What follows belongs to an exercise in optimizing a design on an open flow for small area; a production flow would make more cautious choices. Function was checked by simulation only, so behaviour that the tests miss may differ from the original. Power figures rest on the tool's default switching activity, not on a simulated workload.

[design/flow/design.v]
module vga_controller
(
	input                clk,
	input                rst,
	input                pix_en,
	output       [10:0]  hcount,
	output       [10:0]  vcount,
	output reg           hs,
	output reg           vs,
	output reg           vblank
);
reg   [10:0] hcounter;
reg   [10:0] vcounter;
reg          video_enable;
reg          blanking;
assign hcount = hcounter;
assign vcount = vcounter;
always @(posedge clk) begin
	if (rst == 1'b1)
		vblank <= 1'b0;
	else if (pix_en == 1'b1)
		vblank <= blanking;
end
always @(posedge clk) begin
	if (rst == 1'b1)
		hcounter <= 11'b0;
	else if (pix_en == 1'b0)
		hcounter <= hcounter;
	else if (hcounter == 11'd800)
		hcounter <= 11'b0;
	else
		hcounter <= hcounter + 1;
end
always @(posedge clk) begin
	if (rst == 1'b1)
		vcounter <= 11'b0;
	else if (pix_en == 1'b1 && hcounter == 11'd800) begin
		if (vcounter == 11'd525)
			vcounter <= 11'b0;
		else
			vcounter <= vcounter + 1;
	end
end
always @(posedge clk) begin
	if (rst == 1'b1)
		hs <= ~1'b0;
	else if (pix_en == 1'b0)
		hs <= hs;
	else if (hcounter >= 11'd648 && hcounter < 11'd744)
		hs <= 1'b0;
	else
		hs <= ~1'b0;
end
always @(posedge clk) begin
	if (rst == 1'b1)
		vs <= ~1'b0;
	else if (pix_en == 1'b0)
		vs <= vs;
	else if (vcounter >= 11'd482 && vcounter < 11'd484)
		vs <= 1'b0;
	else
		vs <= ~1'b0;
end
always @(hcounter or vcounter) begin
	if (hcounter < 11'd640 && vcounter < 11'd480)
		video_enable = 1'b1;
	else
		video_enable = 1'b0;
	if (vcounter >= 11'd480)
		blanking = 1'b1;
	else
		blanking = 1'b0;
end
endmodule
module ball
(
	input               clk,
	input               rst,
	input       [10:0]  hcount,
	input       [10:0]  vcount,
	input       [3:0]   speed,
	input               frame_tick,
	input               change_dir,
	output reg          ball_h_dir,
	output reg  [10:0]  ball_h_init,
	output reg  [10:0]  ball_v_init,
	output reg          pixel_valid
);
reg    [4:0]   ball_speed;
reg            ball_v_dir;
always @(posedge clk) begin
	if (rst == 1'b1)
		ball_speed <= 5'd0;
	else
		ball_speed <= speed;
	if (rst == 1'b1)
		pixel_valid <= 1'b0;
	else if (hcount >= ball_h_init && hcount <= (ball_h_init + 11'd4) &&
	    vcount >= ball_v_init && vcount <= (ball_v_init + 11'd4))
		pixel_valid <= 1'b1;
	else
		pixel_valid <= 1'b0;
end
always @(posedge clk) begin
	if (rst == 1'b1) begin
		ball_h_init <= 11'd310;
		ball_v_init <= 11'd230;
		ball_h_dir <= 1'b0;
		ball_v_dir <= 1'b0;
	end else if (frame_tick == 1'b0) begin
		ball_h_init <= ball_h_init;
	end else if (change_dir == 1'b1) begin
		if (ball_h_dir == 1'b1)
			ball_h_dir <= 1'b0;
		else
			ball_h_dir <= 1'b1;
	end else begin
		if (ball_h_dir == 1'b0) begin
			if ((ball_h_init + 11'd4 + ball_speed) >= 11'd610)
				ball_h_dir <= 1'b1;
			else
				ball_h_init <= ball_h_init + ball_speed;
		end else begin
			if (ball_h_init < (11'd30 + ball_speed))
				ball_h_dir <= 1'b0;
			else
				ball_h_init <= ball_h_init - ball_speed;
		end
		if (ball_v_dir == 1'b0) begin
			if ((ball_v_init + 11'd4 + ball_speed) >= 11'd420)
				ball_v_dir <= 1'b1;
			else
				ball_v_init <= ball_v_init + ball_speed;
		end else begin
			if (ball_v_init < (11'd60 + ball_speed))
				ball_v_dir <= 1'b0;
			else
				ball_v_init <= ball_v_init - ball_speed;
		end
	end
end
endmodule
module background
(
	input               clk,
	input               rst,
	input       [10:0]  hcount,
	input       [10:0]  vcount,
	output              pixel_valid
);
reg   left_valid;
reg   right_valid;
reg   top_valid;
reg   bottom_valid;
always @(posedge clk) begin
	if (rst == 1'b1)
		left_valid <= 1'b0;
	else if (  hcount <= 11'd30 &&
	      hcount >= (11'd30 - 11'd5) &&
	      vcount >= (11'd60 - 11'd5) &&
	      vcount <= (11'd420 + 11'd5)
	   )
		left_valid <= 1'b1;
	else
		left_valid <= 1'b0;
end
always @(posedge clk) begin
	if (rst == 1'b1)
		right_valid <= 1'b0;
	else if (  hcount >= 11'd610 &&
	      hcount <= (11'd610 + 11'd5) &&
	      vcount >= (11'd60 - 11'd5) &&
	      vcount <= (11'd420 + 11'd5)
	   )
		right_valid <= 1'b1;
	else
		right_valid <= 1'b0;
end
always @(posedge clk) begin
	if (rst == 1'b1)
		top_valid <= 1'b0;
	else if (  vcount <= 11'd60 &&
	      vcount >= (11'd60 - 11'd5) &&
	      hcount >= (11'd30 - 11'd5) &&
	      hcount <= (11'd610 + 11'd5)
	   )
		top_valid <= 1'b1;
	else
		top_valid <= 1'b0;
end
always @(posedge clk) begin
	if (rst == 1'b1)
		bottom_valid <= 1'b0;
	else if (  vcount >= 11'd420 &&
	      vcount <= (11'd420 + 11'd5) &&
	      hcount >= (11'd30 - 11'd5) &&
	      hcount <= (11'd610 + 11'd5)
	   )
		bottom_valid <= 1'b1;
	else
		bottom_valid <= 1'b0;
end
assign pixel_valid = left_valid | right_valid | top_valid | bottom_valid;
endmodule
module paddle
(
	input               clk,
	input               rst,
	input       [10:0]  hcount,
	input       [10:0]  vcount,
	input       [10:0]  hpos,
	input               up,
	input               down,
	input               frame_tick,
	output reg  [10:0]  paddle_v_pos,
	output reg          pixel_valid
);
always @(posedge clk) begin
	if (rst == 1'b1)
		pixel_valid <= 1'b0;
	else if
	(
	      vcount >= paddle_v_pos &&
	      vcount <= (paddle_v_pos + 11'd20) &&
	      hcount >= hpos &&
	      hcount <= (hpos + 11'd5)
	)
		pixel_valid <= 1'b1;
	else
		pixel_valid <= 1'b0;
end
always @(posedge clk) begin
	if (rst == 1'b1)
		paddle_v_pos <= 11'd230;  
	else if (frame_tick == 1'b1) begin
	if
	(
	     up == 1'b1 &&
	     paddle_v_pos >= (11'd60 + 11'd5 + 4'd5)
	)
		paddle_v_pos <= paddle_v_pos - 4'd5;
	if
	(
	     down == 1'b1 &&
	     (paddle_v_pos + 11'd20) <= (11'd420 - 11'd5 - 4'd5)
	)
		paddle_v_pos <= paddle_v_pos + 4'd5;
	end
end
endmodule
module colldetect
(
	input               clk,
	input               rst,
	input       [10:0]  left_paddle_pos,
	input       [10:0]  right_paddle_pos,
	input               ball_dir,
	input       [10:0]  ball_h,
	input       [10:0]  ball_v,
	input        [3:0]  ball_speed,
	output reg   [6:0]  seg,
	output reg   [3:0]  an,
	output reg          coll_paddle,
	output reg          coll_wall
);
reg  [15:0]  counter;
reg          update_lcd;
reg  [3:0]   digit;
reg  [3:0]   player1_0;
reg  [3:0]   player1_1;
reg  [3:0]   player2_0;
reg  [3:0]   player2_1;
reg  [1:0]   cnt;
reg          coll_wall_d;
always @(posedge clk) begin
	if (rst == 1'b1) begin
		coll_wall <= 1'b0;
		coll_paddle <= 1'b0;
	end else if (ball_dir == 1'b1) begin
		if ((ball_h - ball_speed) <= 11'd30)
			coll_wall <= 1'b1;
		else begin
			coll_wall <= 1'b0;
			if ((ball_h - ball_speed) <= ((11'd30 + 11'd10) + 11'd5) &&
			    !(ball_v > (left_paddle_pos + 11'd20) ||
			     (ball_v + 11'd4) < left_paddle_pos))
				coll_paddle <= 1'b1;
			else
				coll_paddle <= 1'b0;
		end
	end else begin
		if ((ball_h + 11'd4 + ball_speed) >= 11'd610)
			coll_wall <= 1'b1;
		else begin
			coll_wall <= 1'b0;
			if ((ball_h + 11'd4 + ball_speed) >= (11'd610 - 11'd10 - 11'd5) &&
			    !(ball_v > (right_paddle_pos + 11'd20) ||
			     (ball_v + 11'd4) < right_paddle_pos))
				coll_paddle <= 1'b1;
			else
				coll_paddle <= 1'b0;
		end
	end
	if (rst == 1'b1) begin
		counter <= 16'd0;
		update_lcd <= 1'b0;
	end else begin
		counter <= counter + 16'd1;
		if (counter == 16'd50000) begin
			counter <= 16'd0;
			update_lcd <= 1'b1;
		end else
			update_lcd <= 1'b0;
	end
end
always @(posedge clk) begin
	if (rst == 1'b1) begin
		digit <= 4'd0;
		seg <= 7'b1111111;
		an <= 4'b1111;
		cnt <= 2'b00;
	end else if (update_lcd == 1'b1) begin
		case (cnt)
			2'b00:    digit <= player1_0;
			2'b01:    digit <= player2_1;
			2'b10:    digit <= player2_0;
			default:  digit <= player1_1;
		endcase
		case (digit)
			4'd0:    seg <= 7'b1000000;
			4'd1:    seg <= 7'b1111001;
			4'd2:    seg <= 7'b0100100;
			4'd3:    seg <= 7'b0110000;
			4'd4:    seg <= 7'b0011001;
			4'd5:    seg <= 7'b0010010;
			4'd6:    seg <= 7'b0000010;
			4'd7:    seg <= 7'b1111000;
			4'd8:    seg <= 7'b0000000;
			4'd9:    seg <= 7'b0010000;
			default: seg <= 7'b0001110;
		endcase
		case (cnt)
			2'b00:   an <= 4'b0111;
			2'b01:   an <= 4'b1011;
			2'b10:   an <= 4'b1101;
			default: an <= 4'b1110;
		endcase
		cnt <= cnt + 2'd1;
	end
end
always @(posedge clk) begin
	if (rst == 1'b1) begin
		coll_wall_d <= 1'b0;
		player1_0 <= 4'd0;
		player1_1 <= 4'd0;
		player2_0 <= 4'd0;
		player2_1 <= 4'd0;
	end else begin
		coll_wall_d <= coll_wall;
		if (coll_wall == 1'b1 && coll_wall_d == 1'b0) begin
			if (ball_dir == 1'b1) begin
				if (player1_0 == 4'd9) begin
					if (player1_1 == 4'd9)
						player1_1 <= 4'd0;
					else
						player1_1 <= player1_1 + 4'd1;
					player1_0 <= 4'd0;
				end else
					player1_0 <= player1_0 + 4'd1;
			end else begin
				if (player2_0 == 4'd9) begin
					if (player2_1 == 4'd9)
						player2_1 <= 4'd0;
					else
						player2_1 <= player2_1 + 4'd1;
					player2_0 <= 4'd0;
				end else
					player2_0 <= player2_0 + 4'd1;
			end
		end
	end
end
endmodule
module pong
(
	input             clk,
	input             rst,
	input      [3:0]  sw,
	input      [3:0]  btn,
	output     [2:0]  led,
	output            hs,
	output            vs,
	output     [7:0]  rgb,
	output     [6:0]  seg,
	output     [3:0]  an
);
wire   [10:0]  hcount;
wire   [10:0]  vcount;
reg            clk_2;
reg            color;
wire           vblank;
reg            blank;
reg            blank_d;
wire           frame_tick;
wire           coll_paddle;
wire           coll_wall;
wire           ball_dir;
wire   [10:0]  ball_h;
wire   [10:0]  ball_v;
wire           ball_valid;
wire           bg_valid;
wire   [10:0]  left_paddle_pos;
wire   [10:0]  right_paddle_pos;
wire           left_paddle_valid;
wire           right_paddle_valid;
assign led[0] = coll_paddle;
assign led[2] = 1'b0;
assign rgb[0] = color;
assign rgb[1] = color;
assign rgb[2] = color;
assign rgb[3] = color;
assign rgb[4] = color;
assign rgb[5] = color;
assign rgb[6] = color;
assign rgb[7] = color;
always @(posedge clk) begin
	if (rst == 1'b1)
		clk_2 <= 1'b0;
	else
		clk_2 <= ~clk_2;
end
always @(posedge clk) begin
	if (rst == 1'b1)
		blank_d <= 1'b0;
	else
		blank_d <= blank;
end
assign frame_tick = blank & ~blank_d;
vga_controller vga0
(
	.clk         ( clk     ),
	.rst         ( rst     ),
	.pix_en      ( ~clk_2  ),
	.hcount      ( hcount  ),
	.vcount      ( vcount  ),
	.hs          ( hs      ),
	.vs          ( vs      ),
	.vblank      ( vblank  )
);
ball ball0
(
	.clk          ( clk               ),
	.rst          ( rst               ),
	.hcount       ( hcount            ),
	.vcount       ( vcount            ),
	.speed        ( sw                ),
	.frame_tick   ( frame_tick        ),
	.change_dir   ( coll_paddle       ),
	.ball_h_dir   ( ball_dir          ),
	.ball_h_init  ( ball_h            ),
	.ball_v_init  ( ball_v            ),
	.pixel_valid  ( ball_valid        )
);
background background0
(
	.clk          ( clk              ),
	.rst          ( rst              ),
	.hcount       ( hcount           ),
	.vcount       ( vcount           ),
	.pixel_valid  ( bg_valid         )
);
paddle left_paddle
(
	.clk           ( clk                     ),
	.rst           ( rst                     ),
	.hcount        ( hcount                  ),
	.vcount        ( vcount                  ),
	.hpos          ( (11'd30 + 11'd10)            ),
	.up            ( btn[1]                  ),
	.down          ( btn[0]                  ),
	.frame_tick    ( frame_tick              ),
	.paddle_v_pos  ( left_paddle_pos         ),
	.pixel_valid   ( left_paddle_valid       )
);
paddle right_paddle
(
	.clk           ( clk                     ),
	.rst           ( rst                     ),
	.hcount        ( hcount                  ),
	.vcount        ( vcount                  ),
	.hpos          ( (11'd610 - 11'd10 - 11'd5)           ),
	.up            ( btn[3]                  ),
	.down          ( btn[2]                  ),
	.frame_tick    ( frame_tick              ),
	.paddle_v_pos  ( right_paddle_pos        ),
	.pixel_valid   ( right_paddle_valid      )
);
colldetect colldetect0
(
	.clk               ( clk                     ),
	.rst               ( rst                     ),
	.left_paddle_pos   ( left_paddle_pos         ),
	.right_paddle_pos  ( right_paddle_pos        ),
	.ball_dir          ( ball_dir                ),
	.ball_h            ( ball_h                  ),
	.ball_v            ( ball_v                  ),
	.ball_speed        ( sw                      ),
	.seg               ( seg                     ),
	.an                ( an                      ),
	.coll_paddle       ( coll_paddle             ),
	.coll_wall         ( led[1]                  )
);
always @(posedge clk) begin
	if (rst == 1'b1) begin
		blank <= 1'b0;
		color <= 1'b0;
	end else if (clk_2 == 1'b0) begin
	blank <= vblank;
	if (
	      ball_valid == 1'b1 ||
	      bg_valid == 1'b1 ||
	      left_paddle_valid == 1'b1 ||
	      right_paddle_valid == 1'b1
	   )
	begin
		color <= 1'b1;
	end else begin
		color <= 1'b0;
	end
	end
end
endmodule
[design/flow/run.sh]
#!/bin/bash
# synth_recipe.tcl (not shown) runs the flow's synth.tcl, then flattens the netlist and writes it again
# the make line also repeats each setting of config.mk as NAME=value (left out here)
make -C /OpenROAD-flow-scripts/flow DESIGN_CONFIG=/design/flow/config.mk WORK_HOME=/design/flow/orfs CLKGATE_MAP_FILE= SYNTH_SCRIPT=/design/flow/synth_recipe.tcl finish
[design/flow/config.mk]
export PLATFORM = sky130hd
export DESIGN_NAME = pong
export DESIGN_NICKNAME = pong
export VERILOG_FILES = /design/flow/design.v
export SDC_FILE = /design/flow/constraint.sdc
export NUM_CORES = 4
export LEC_CHECK = 0
export CAP_MARGIN = 20
export CORE_MARGIN = 2
export CORE_UTILIZATION = 40
export SLEW_MARGIN = 20
[design/flow/constraint.sdc]
create_clock -name core_clock -period 10.0 [get_ports {clk}]
set_input_delay 2.0000 -clock core_clock [delete_from_list [all_inputs] [get_ports {clk}]]
set_output_delay 2.0000 -clock core_clock [all_outputs]
set_load 0.01 [all_outputs]
==> impl_metrics.json <==
{
  "dr.pass1.iters": 5,
  "clkTransAtPathRegs_ns": 0.07,
  "cts-htree-levels": 4,
  "holdWs_ns": 0.472,
  "synth.most_common_cell": "ha_1",
  "hpwl_mm": 26.0,
  "syn_nets": 1834,
  "die-area_sq_um": 33900,
  "cts_tree": "done",
  "yosysWarnings": 6,
  "ys.flop_type": "dfxtp_1",
  "grt_max_degree": 49,
  "fin_nets": 1836,
  "hold_buffers": 0,
  "finalPower_mw": 1.38,
  "yosys-top-cells-area": "dfxtp_1 (21%), ha_1 (21%), nor2_1 (4.7%), xnor2_1 (4.7%), a21oi_1 (4.4%)",
  "drv_cap": 0,
  "fin_ws_ns": 5.27,
  "clk_path_buf_depth": 2,
  "wl_met1_mm": 17.0,
  "grt_pass1_vias": 11000,
  "rsz0062_at_grt": "false",
  "cp_slowest_cell": "ha_1",
  "grt_pass1_wl_mm": 57.9,
  "crit_fanout": 13,
  "met3_length_mm": 1.43,
  "fin_area_sq_um": 14100,
  "clock_skew_ns": 0.0151,
  "core_area_sq_um": 31700,
  "dr_wl_met2_mm": 16.1,
  "avgSynthCellArea_sq_um": 8.09,
  "critical_path_required_ns": 10.30,
  "synth_cell_type_count": 95,
  "globalplace.congestion": 0.943,
  "synth_edf_count": 0,
  "post-route-period-util_pct": 47.3,
  "topRoutingLayerUsed": "met4",
  "criticalPathCategory": "input pin to flop",
  "drive_gt1_share_pct": 5.44,
  "yosys.area.top_type": "dfxtp_1",
  "routed_via_density": 5.69,
  "tns_ns": 0,
  "critPathMaxStageDelay_ns": 0.49,
  "initial_core_util_pct": 40.9,
  "ctsResizeCount": 0,
  "r2r_slack_ns": 5.68,
  "ant_nets": 0,
  "multi_input_area_sq_um": 9460,
  "yosys_register_bits": 139,
  "drv_slew": 0,
  "arrival_ns": 5.03,
  "synth-seq-area-share_pct": 21.4,
  "antenna_found_initial": 2,
  "placed_cells": 1988,
  "worst_setup_path_end_kind": "flop",
  "status": "finished clean",
  "crit_chain": "clkdlybuf4s50_1 -> nand4_1 -> ha_1 -> a21o_1 -> a21oi_1 -> o21ai_0 -> a2111o_1 -> o311ai_0 -> o21ai_0 -> xor2_1 -> a21oi_1 -> nor2_1",
  "placed_area_sq_um": 13500,
  "synthCells": 1603,
  "synth_common_cells": "ha_1 (213), nor2_1 (161), dfxtp_1 (139), a21oi_1 (114), inv_1 (102)",
  "wire_per_inst_um": 17.5,
  "synth_area_sq_um": 13000,
  "vias": 11500,
  "row_count": 65,
  "clock_latency_ns": 0.44,
  "fmax_mhz": 211,
  "synth_top_area_share_pct": 21.4,
  "clkSinkCount": 139,
  "period_minus_slack_ns": 4.73,
  "drt-initial-drc-count": 722,
  "fp.dieH_um": 184,
  "cts_setup_buffers": 0,
  "stdcell_count": 2021,
  "drt_wl_total_mm": 35.4,
  "port_buffers": 32,
  "crit_path_start_kind": "input pin",
  "ios": 34,
  "groute.usage.overall_pct": 21.5,
  "seq_area_sq_um": 2780,
  "p_leak_nw": 5.93,
  "tightest_slew_ns": 0.808,
  "root_buffer": "clkbuf_16",
  "setup_viol": 0,
  "pre_cts_ws_ns": 4.77,
  "hold_viol_final": 0,
  "slew_headroom_pct": 46.1,
  "p_per_area_nw_per_um2": 98.1,
  "grt_overflow_total": 0,
  "nFillCells": 3146,
  "worst_ir_drop_vdd_v": 0.000115,
  "post-route-util_pct": 44.5,
  "die_w_um": 184,
  "areaGrowthSynthToFinish_pct": 8.78,
  "drc_errors": 0,
  "cts_buffers": 17,
  "hold_class": "flop to flop",
  "async_flop_share_pct": 0
}
worst paths after layout:
| check | start | cells past startpoint | end |
|---|---|---|---|
| worst max register to register | right_paddle.paddle_v_pos[2] | 16 | right_paddle.paddle_v_pos[9] |
| worst max-delay path | btn[2] | 12 | right_paddle.paddle_v_pos[9] |
| worst min register to register | colldetect0.seg[3] | 2 | colldetect0.seg[3] |
| worst min-delay path | colldetect0.seg[3] | 2 | colldetect0.seg[3] |
layout by cell type (no fill, tap or decap), types with 8 or more instances in the layout:
| cell | n |
|---|---|
| buf_4 | 8 |
| nor3_1 | 43 |
| o21ai_0 | 94 |
| nand3b_1 | 13 |
| nand4b_1 | 8 |
| fa_1 | 8 |
| nand4_1 | 29 |
| nand3_1 | 38 |
| a211oi_1 | 9 |
| clkdlybuf4s50_1 | 31 |
| and2_1 | 9 |
| inv_1 | 102 |
| o21a_1 | 12 |
| nand2_1 | 95 |
| or3_1 | 17 |
| a21oi_1 | 114 |
| nor4_1 | 22 |
| and3_1 | 12 |
| nand2b_1 | 19 |
| nor2_1 | 161 |
| xnor2_1 | 69 |
| a221oi_1 | 10 |
| mux2i_1 | 14 |
| a31oi_1 | 11 |
| clkbuf_16 | 17 |
| or2_2 | 15 |
| nor2b_1 | 36 |
| ha_1 | 213 |
| o211ai_1 | 28 |
| a21o_1 | 33 |
| dfxtp_1 | 139 |
| xor2_1 | 39 |
final cells by class:
cell class | count | area share [%]
inverters | 106 | 2.82
multi-input cells | 1301 | 67.1
repair buffers | 40 | 2.66
diodes | 1 | 0.0177
clock buffers | 18 | 3.11
flip-flops and latches | 139 | 19.7
well taps | 402 | 3.56
clock inverters | 14 | 1.05
routing by layer:
layer	vias up	global-route usage (%)
met4	0	6.72
li1	5801	-
met5	-	0
met3	54	3.48
met1	5413	28.7
met2	240	35.4
critical path, delay by kind of cell:
kind | cells | cell delay, ns
buffers and inverters | 1 | 0.47
xor gates and xnor gates | 1 | 0.17
and+or+nand+nor | 2 | 0.51
adders and majority gates | 1 | 0.49
AOI/OAI and AO/OA | 7 | 1.39
sequential cells by signal, indices dropped and copies added, names as in the netlist, 2 cells and up:
signal	cells
ball0.ball_speed	4
colldetect0.player1_1	4
vga0.hcounter	11
right_paddle.paddle_v_pos	11
colldetect0.counter	16
colldetect0.seg	7
ball0.ball_v_init	11
colldetect0.cnt	2
colldetect0.an	4
colldetect0.player1_0	4
vga0.vcounter	11
colldetect0.player2_0	4
colldetect0.digit	4
colldetect0.player2_1	4
ball0.ball_h_init	11
left_paddle.paddle_v_pos	11
power breakdown:
part,switching (mW),total (mW),internal [mW]
registers,0.00879,0.566,0.557
clock network,0.306,0.667,0.361
logic,0.0858,0.152,0.0664
total,0.401,1.38,0.984
kinds of logic after synthesis:
logic type,count (synthesis),share of synthesized area (%)
muxes,15,1.17
DFF,139,21.4
xor gates and xnor gates,113,8.00
AOI/OAI and AO/OA,403,20.4
buffers and inverters,163,5.60
adders and majority gates,221,21.8
and+or+nand+nor,548,21.6
other,1,0.0289

-- re-timing with driven ports --
How much do the figures lean on ideal ports? The routed layout below was timed once more, with nothing changed but the port constraints.
Step 1: set_driving_cell puts a clkbuf_16 on clk and a buf_2 on each other input, an assumption about the parent block.
Step 2 adds t to the input delays and takes it off the output delays; t is the mean of the earliest and latest rising clock arrival at the registers after step 1. Input paths then give back, and output paths get back, about the clock's delay inside the block.
Three values: ideal, step 1, step 2; two values: the first two.
t, ns: 0.487
setup slack, ns: 5.270 / 5.299 / 4.812
worst setup path after step 2: input to register
clock arrival spread, ns: 0.018 / 0.018
worst slew at a driven data input, ns: 0.03
After both steps setup and hold are still met in this run. The setup slack of this run moves by +0.029 ns with the drivers and by -0.458 ns with both steps.
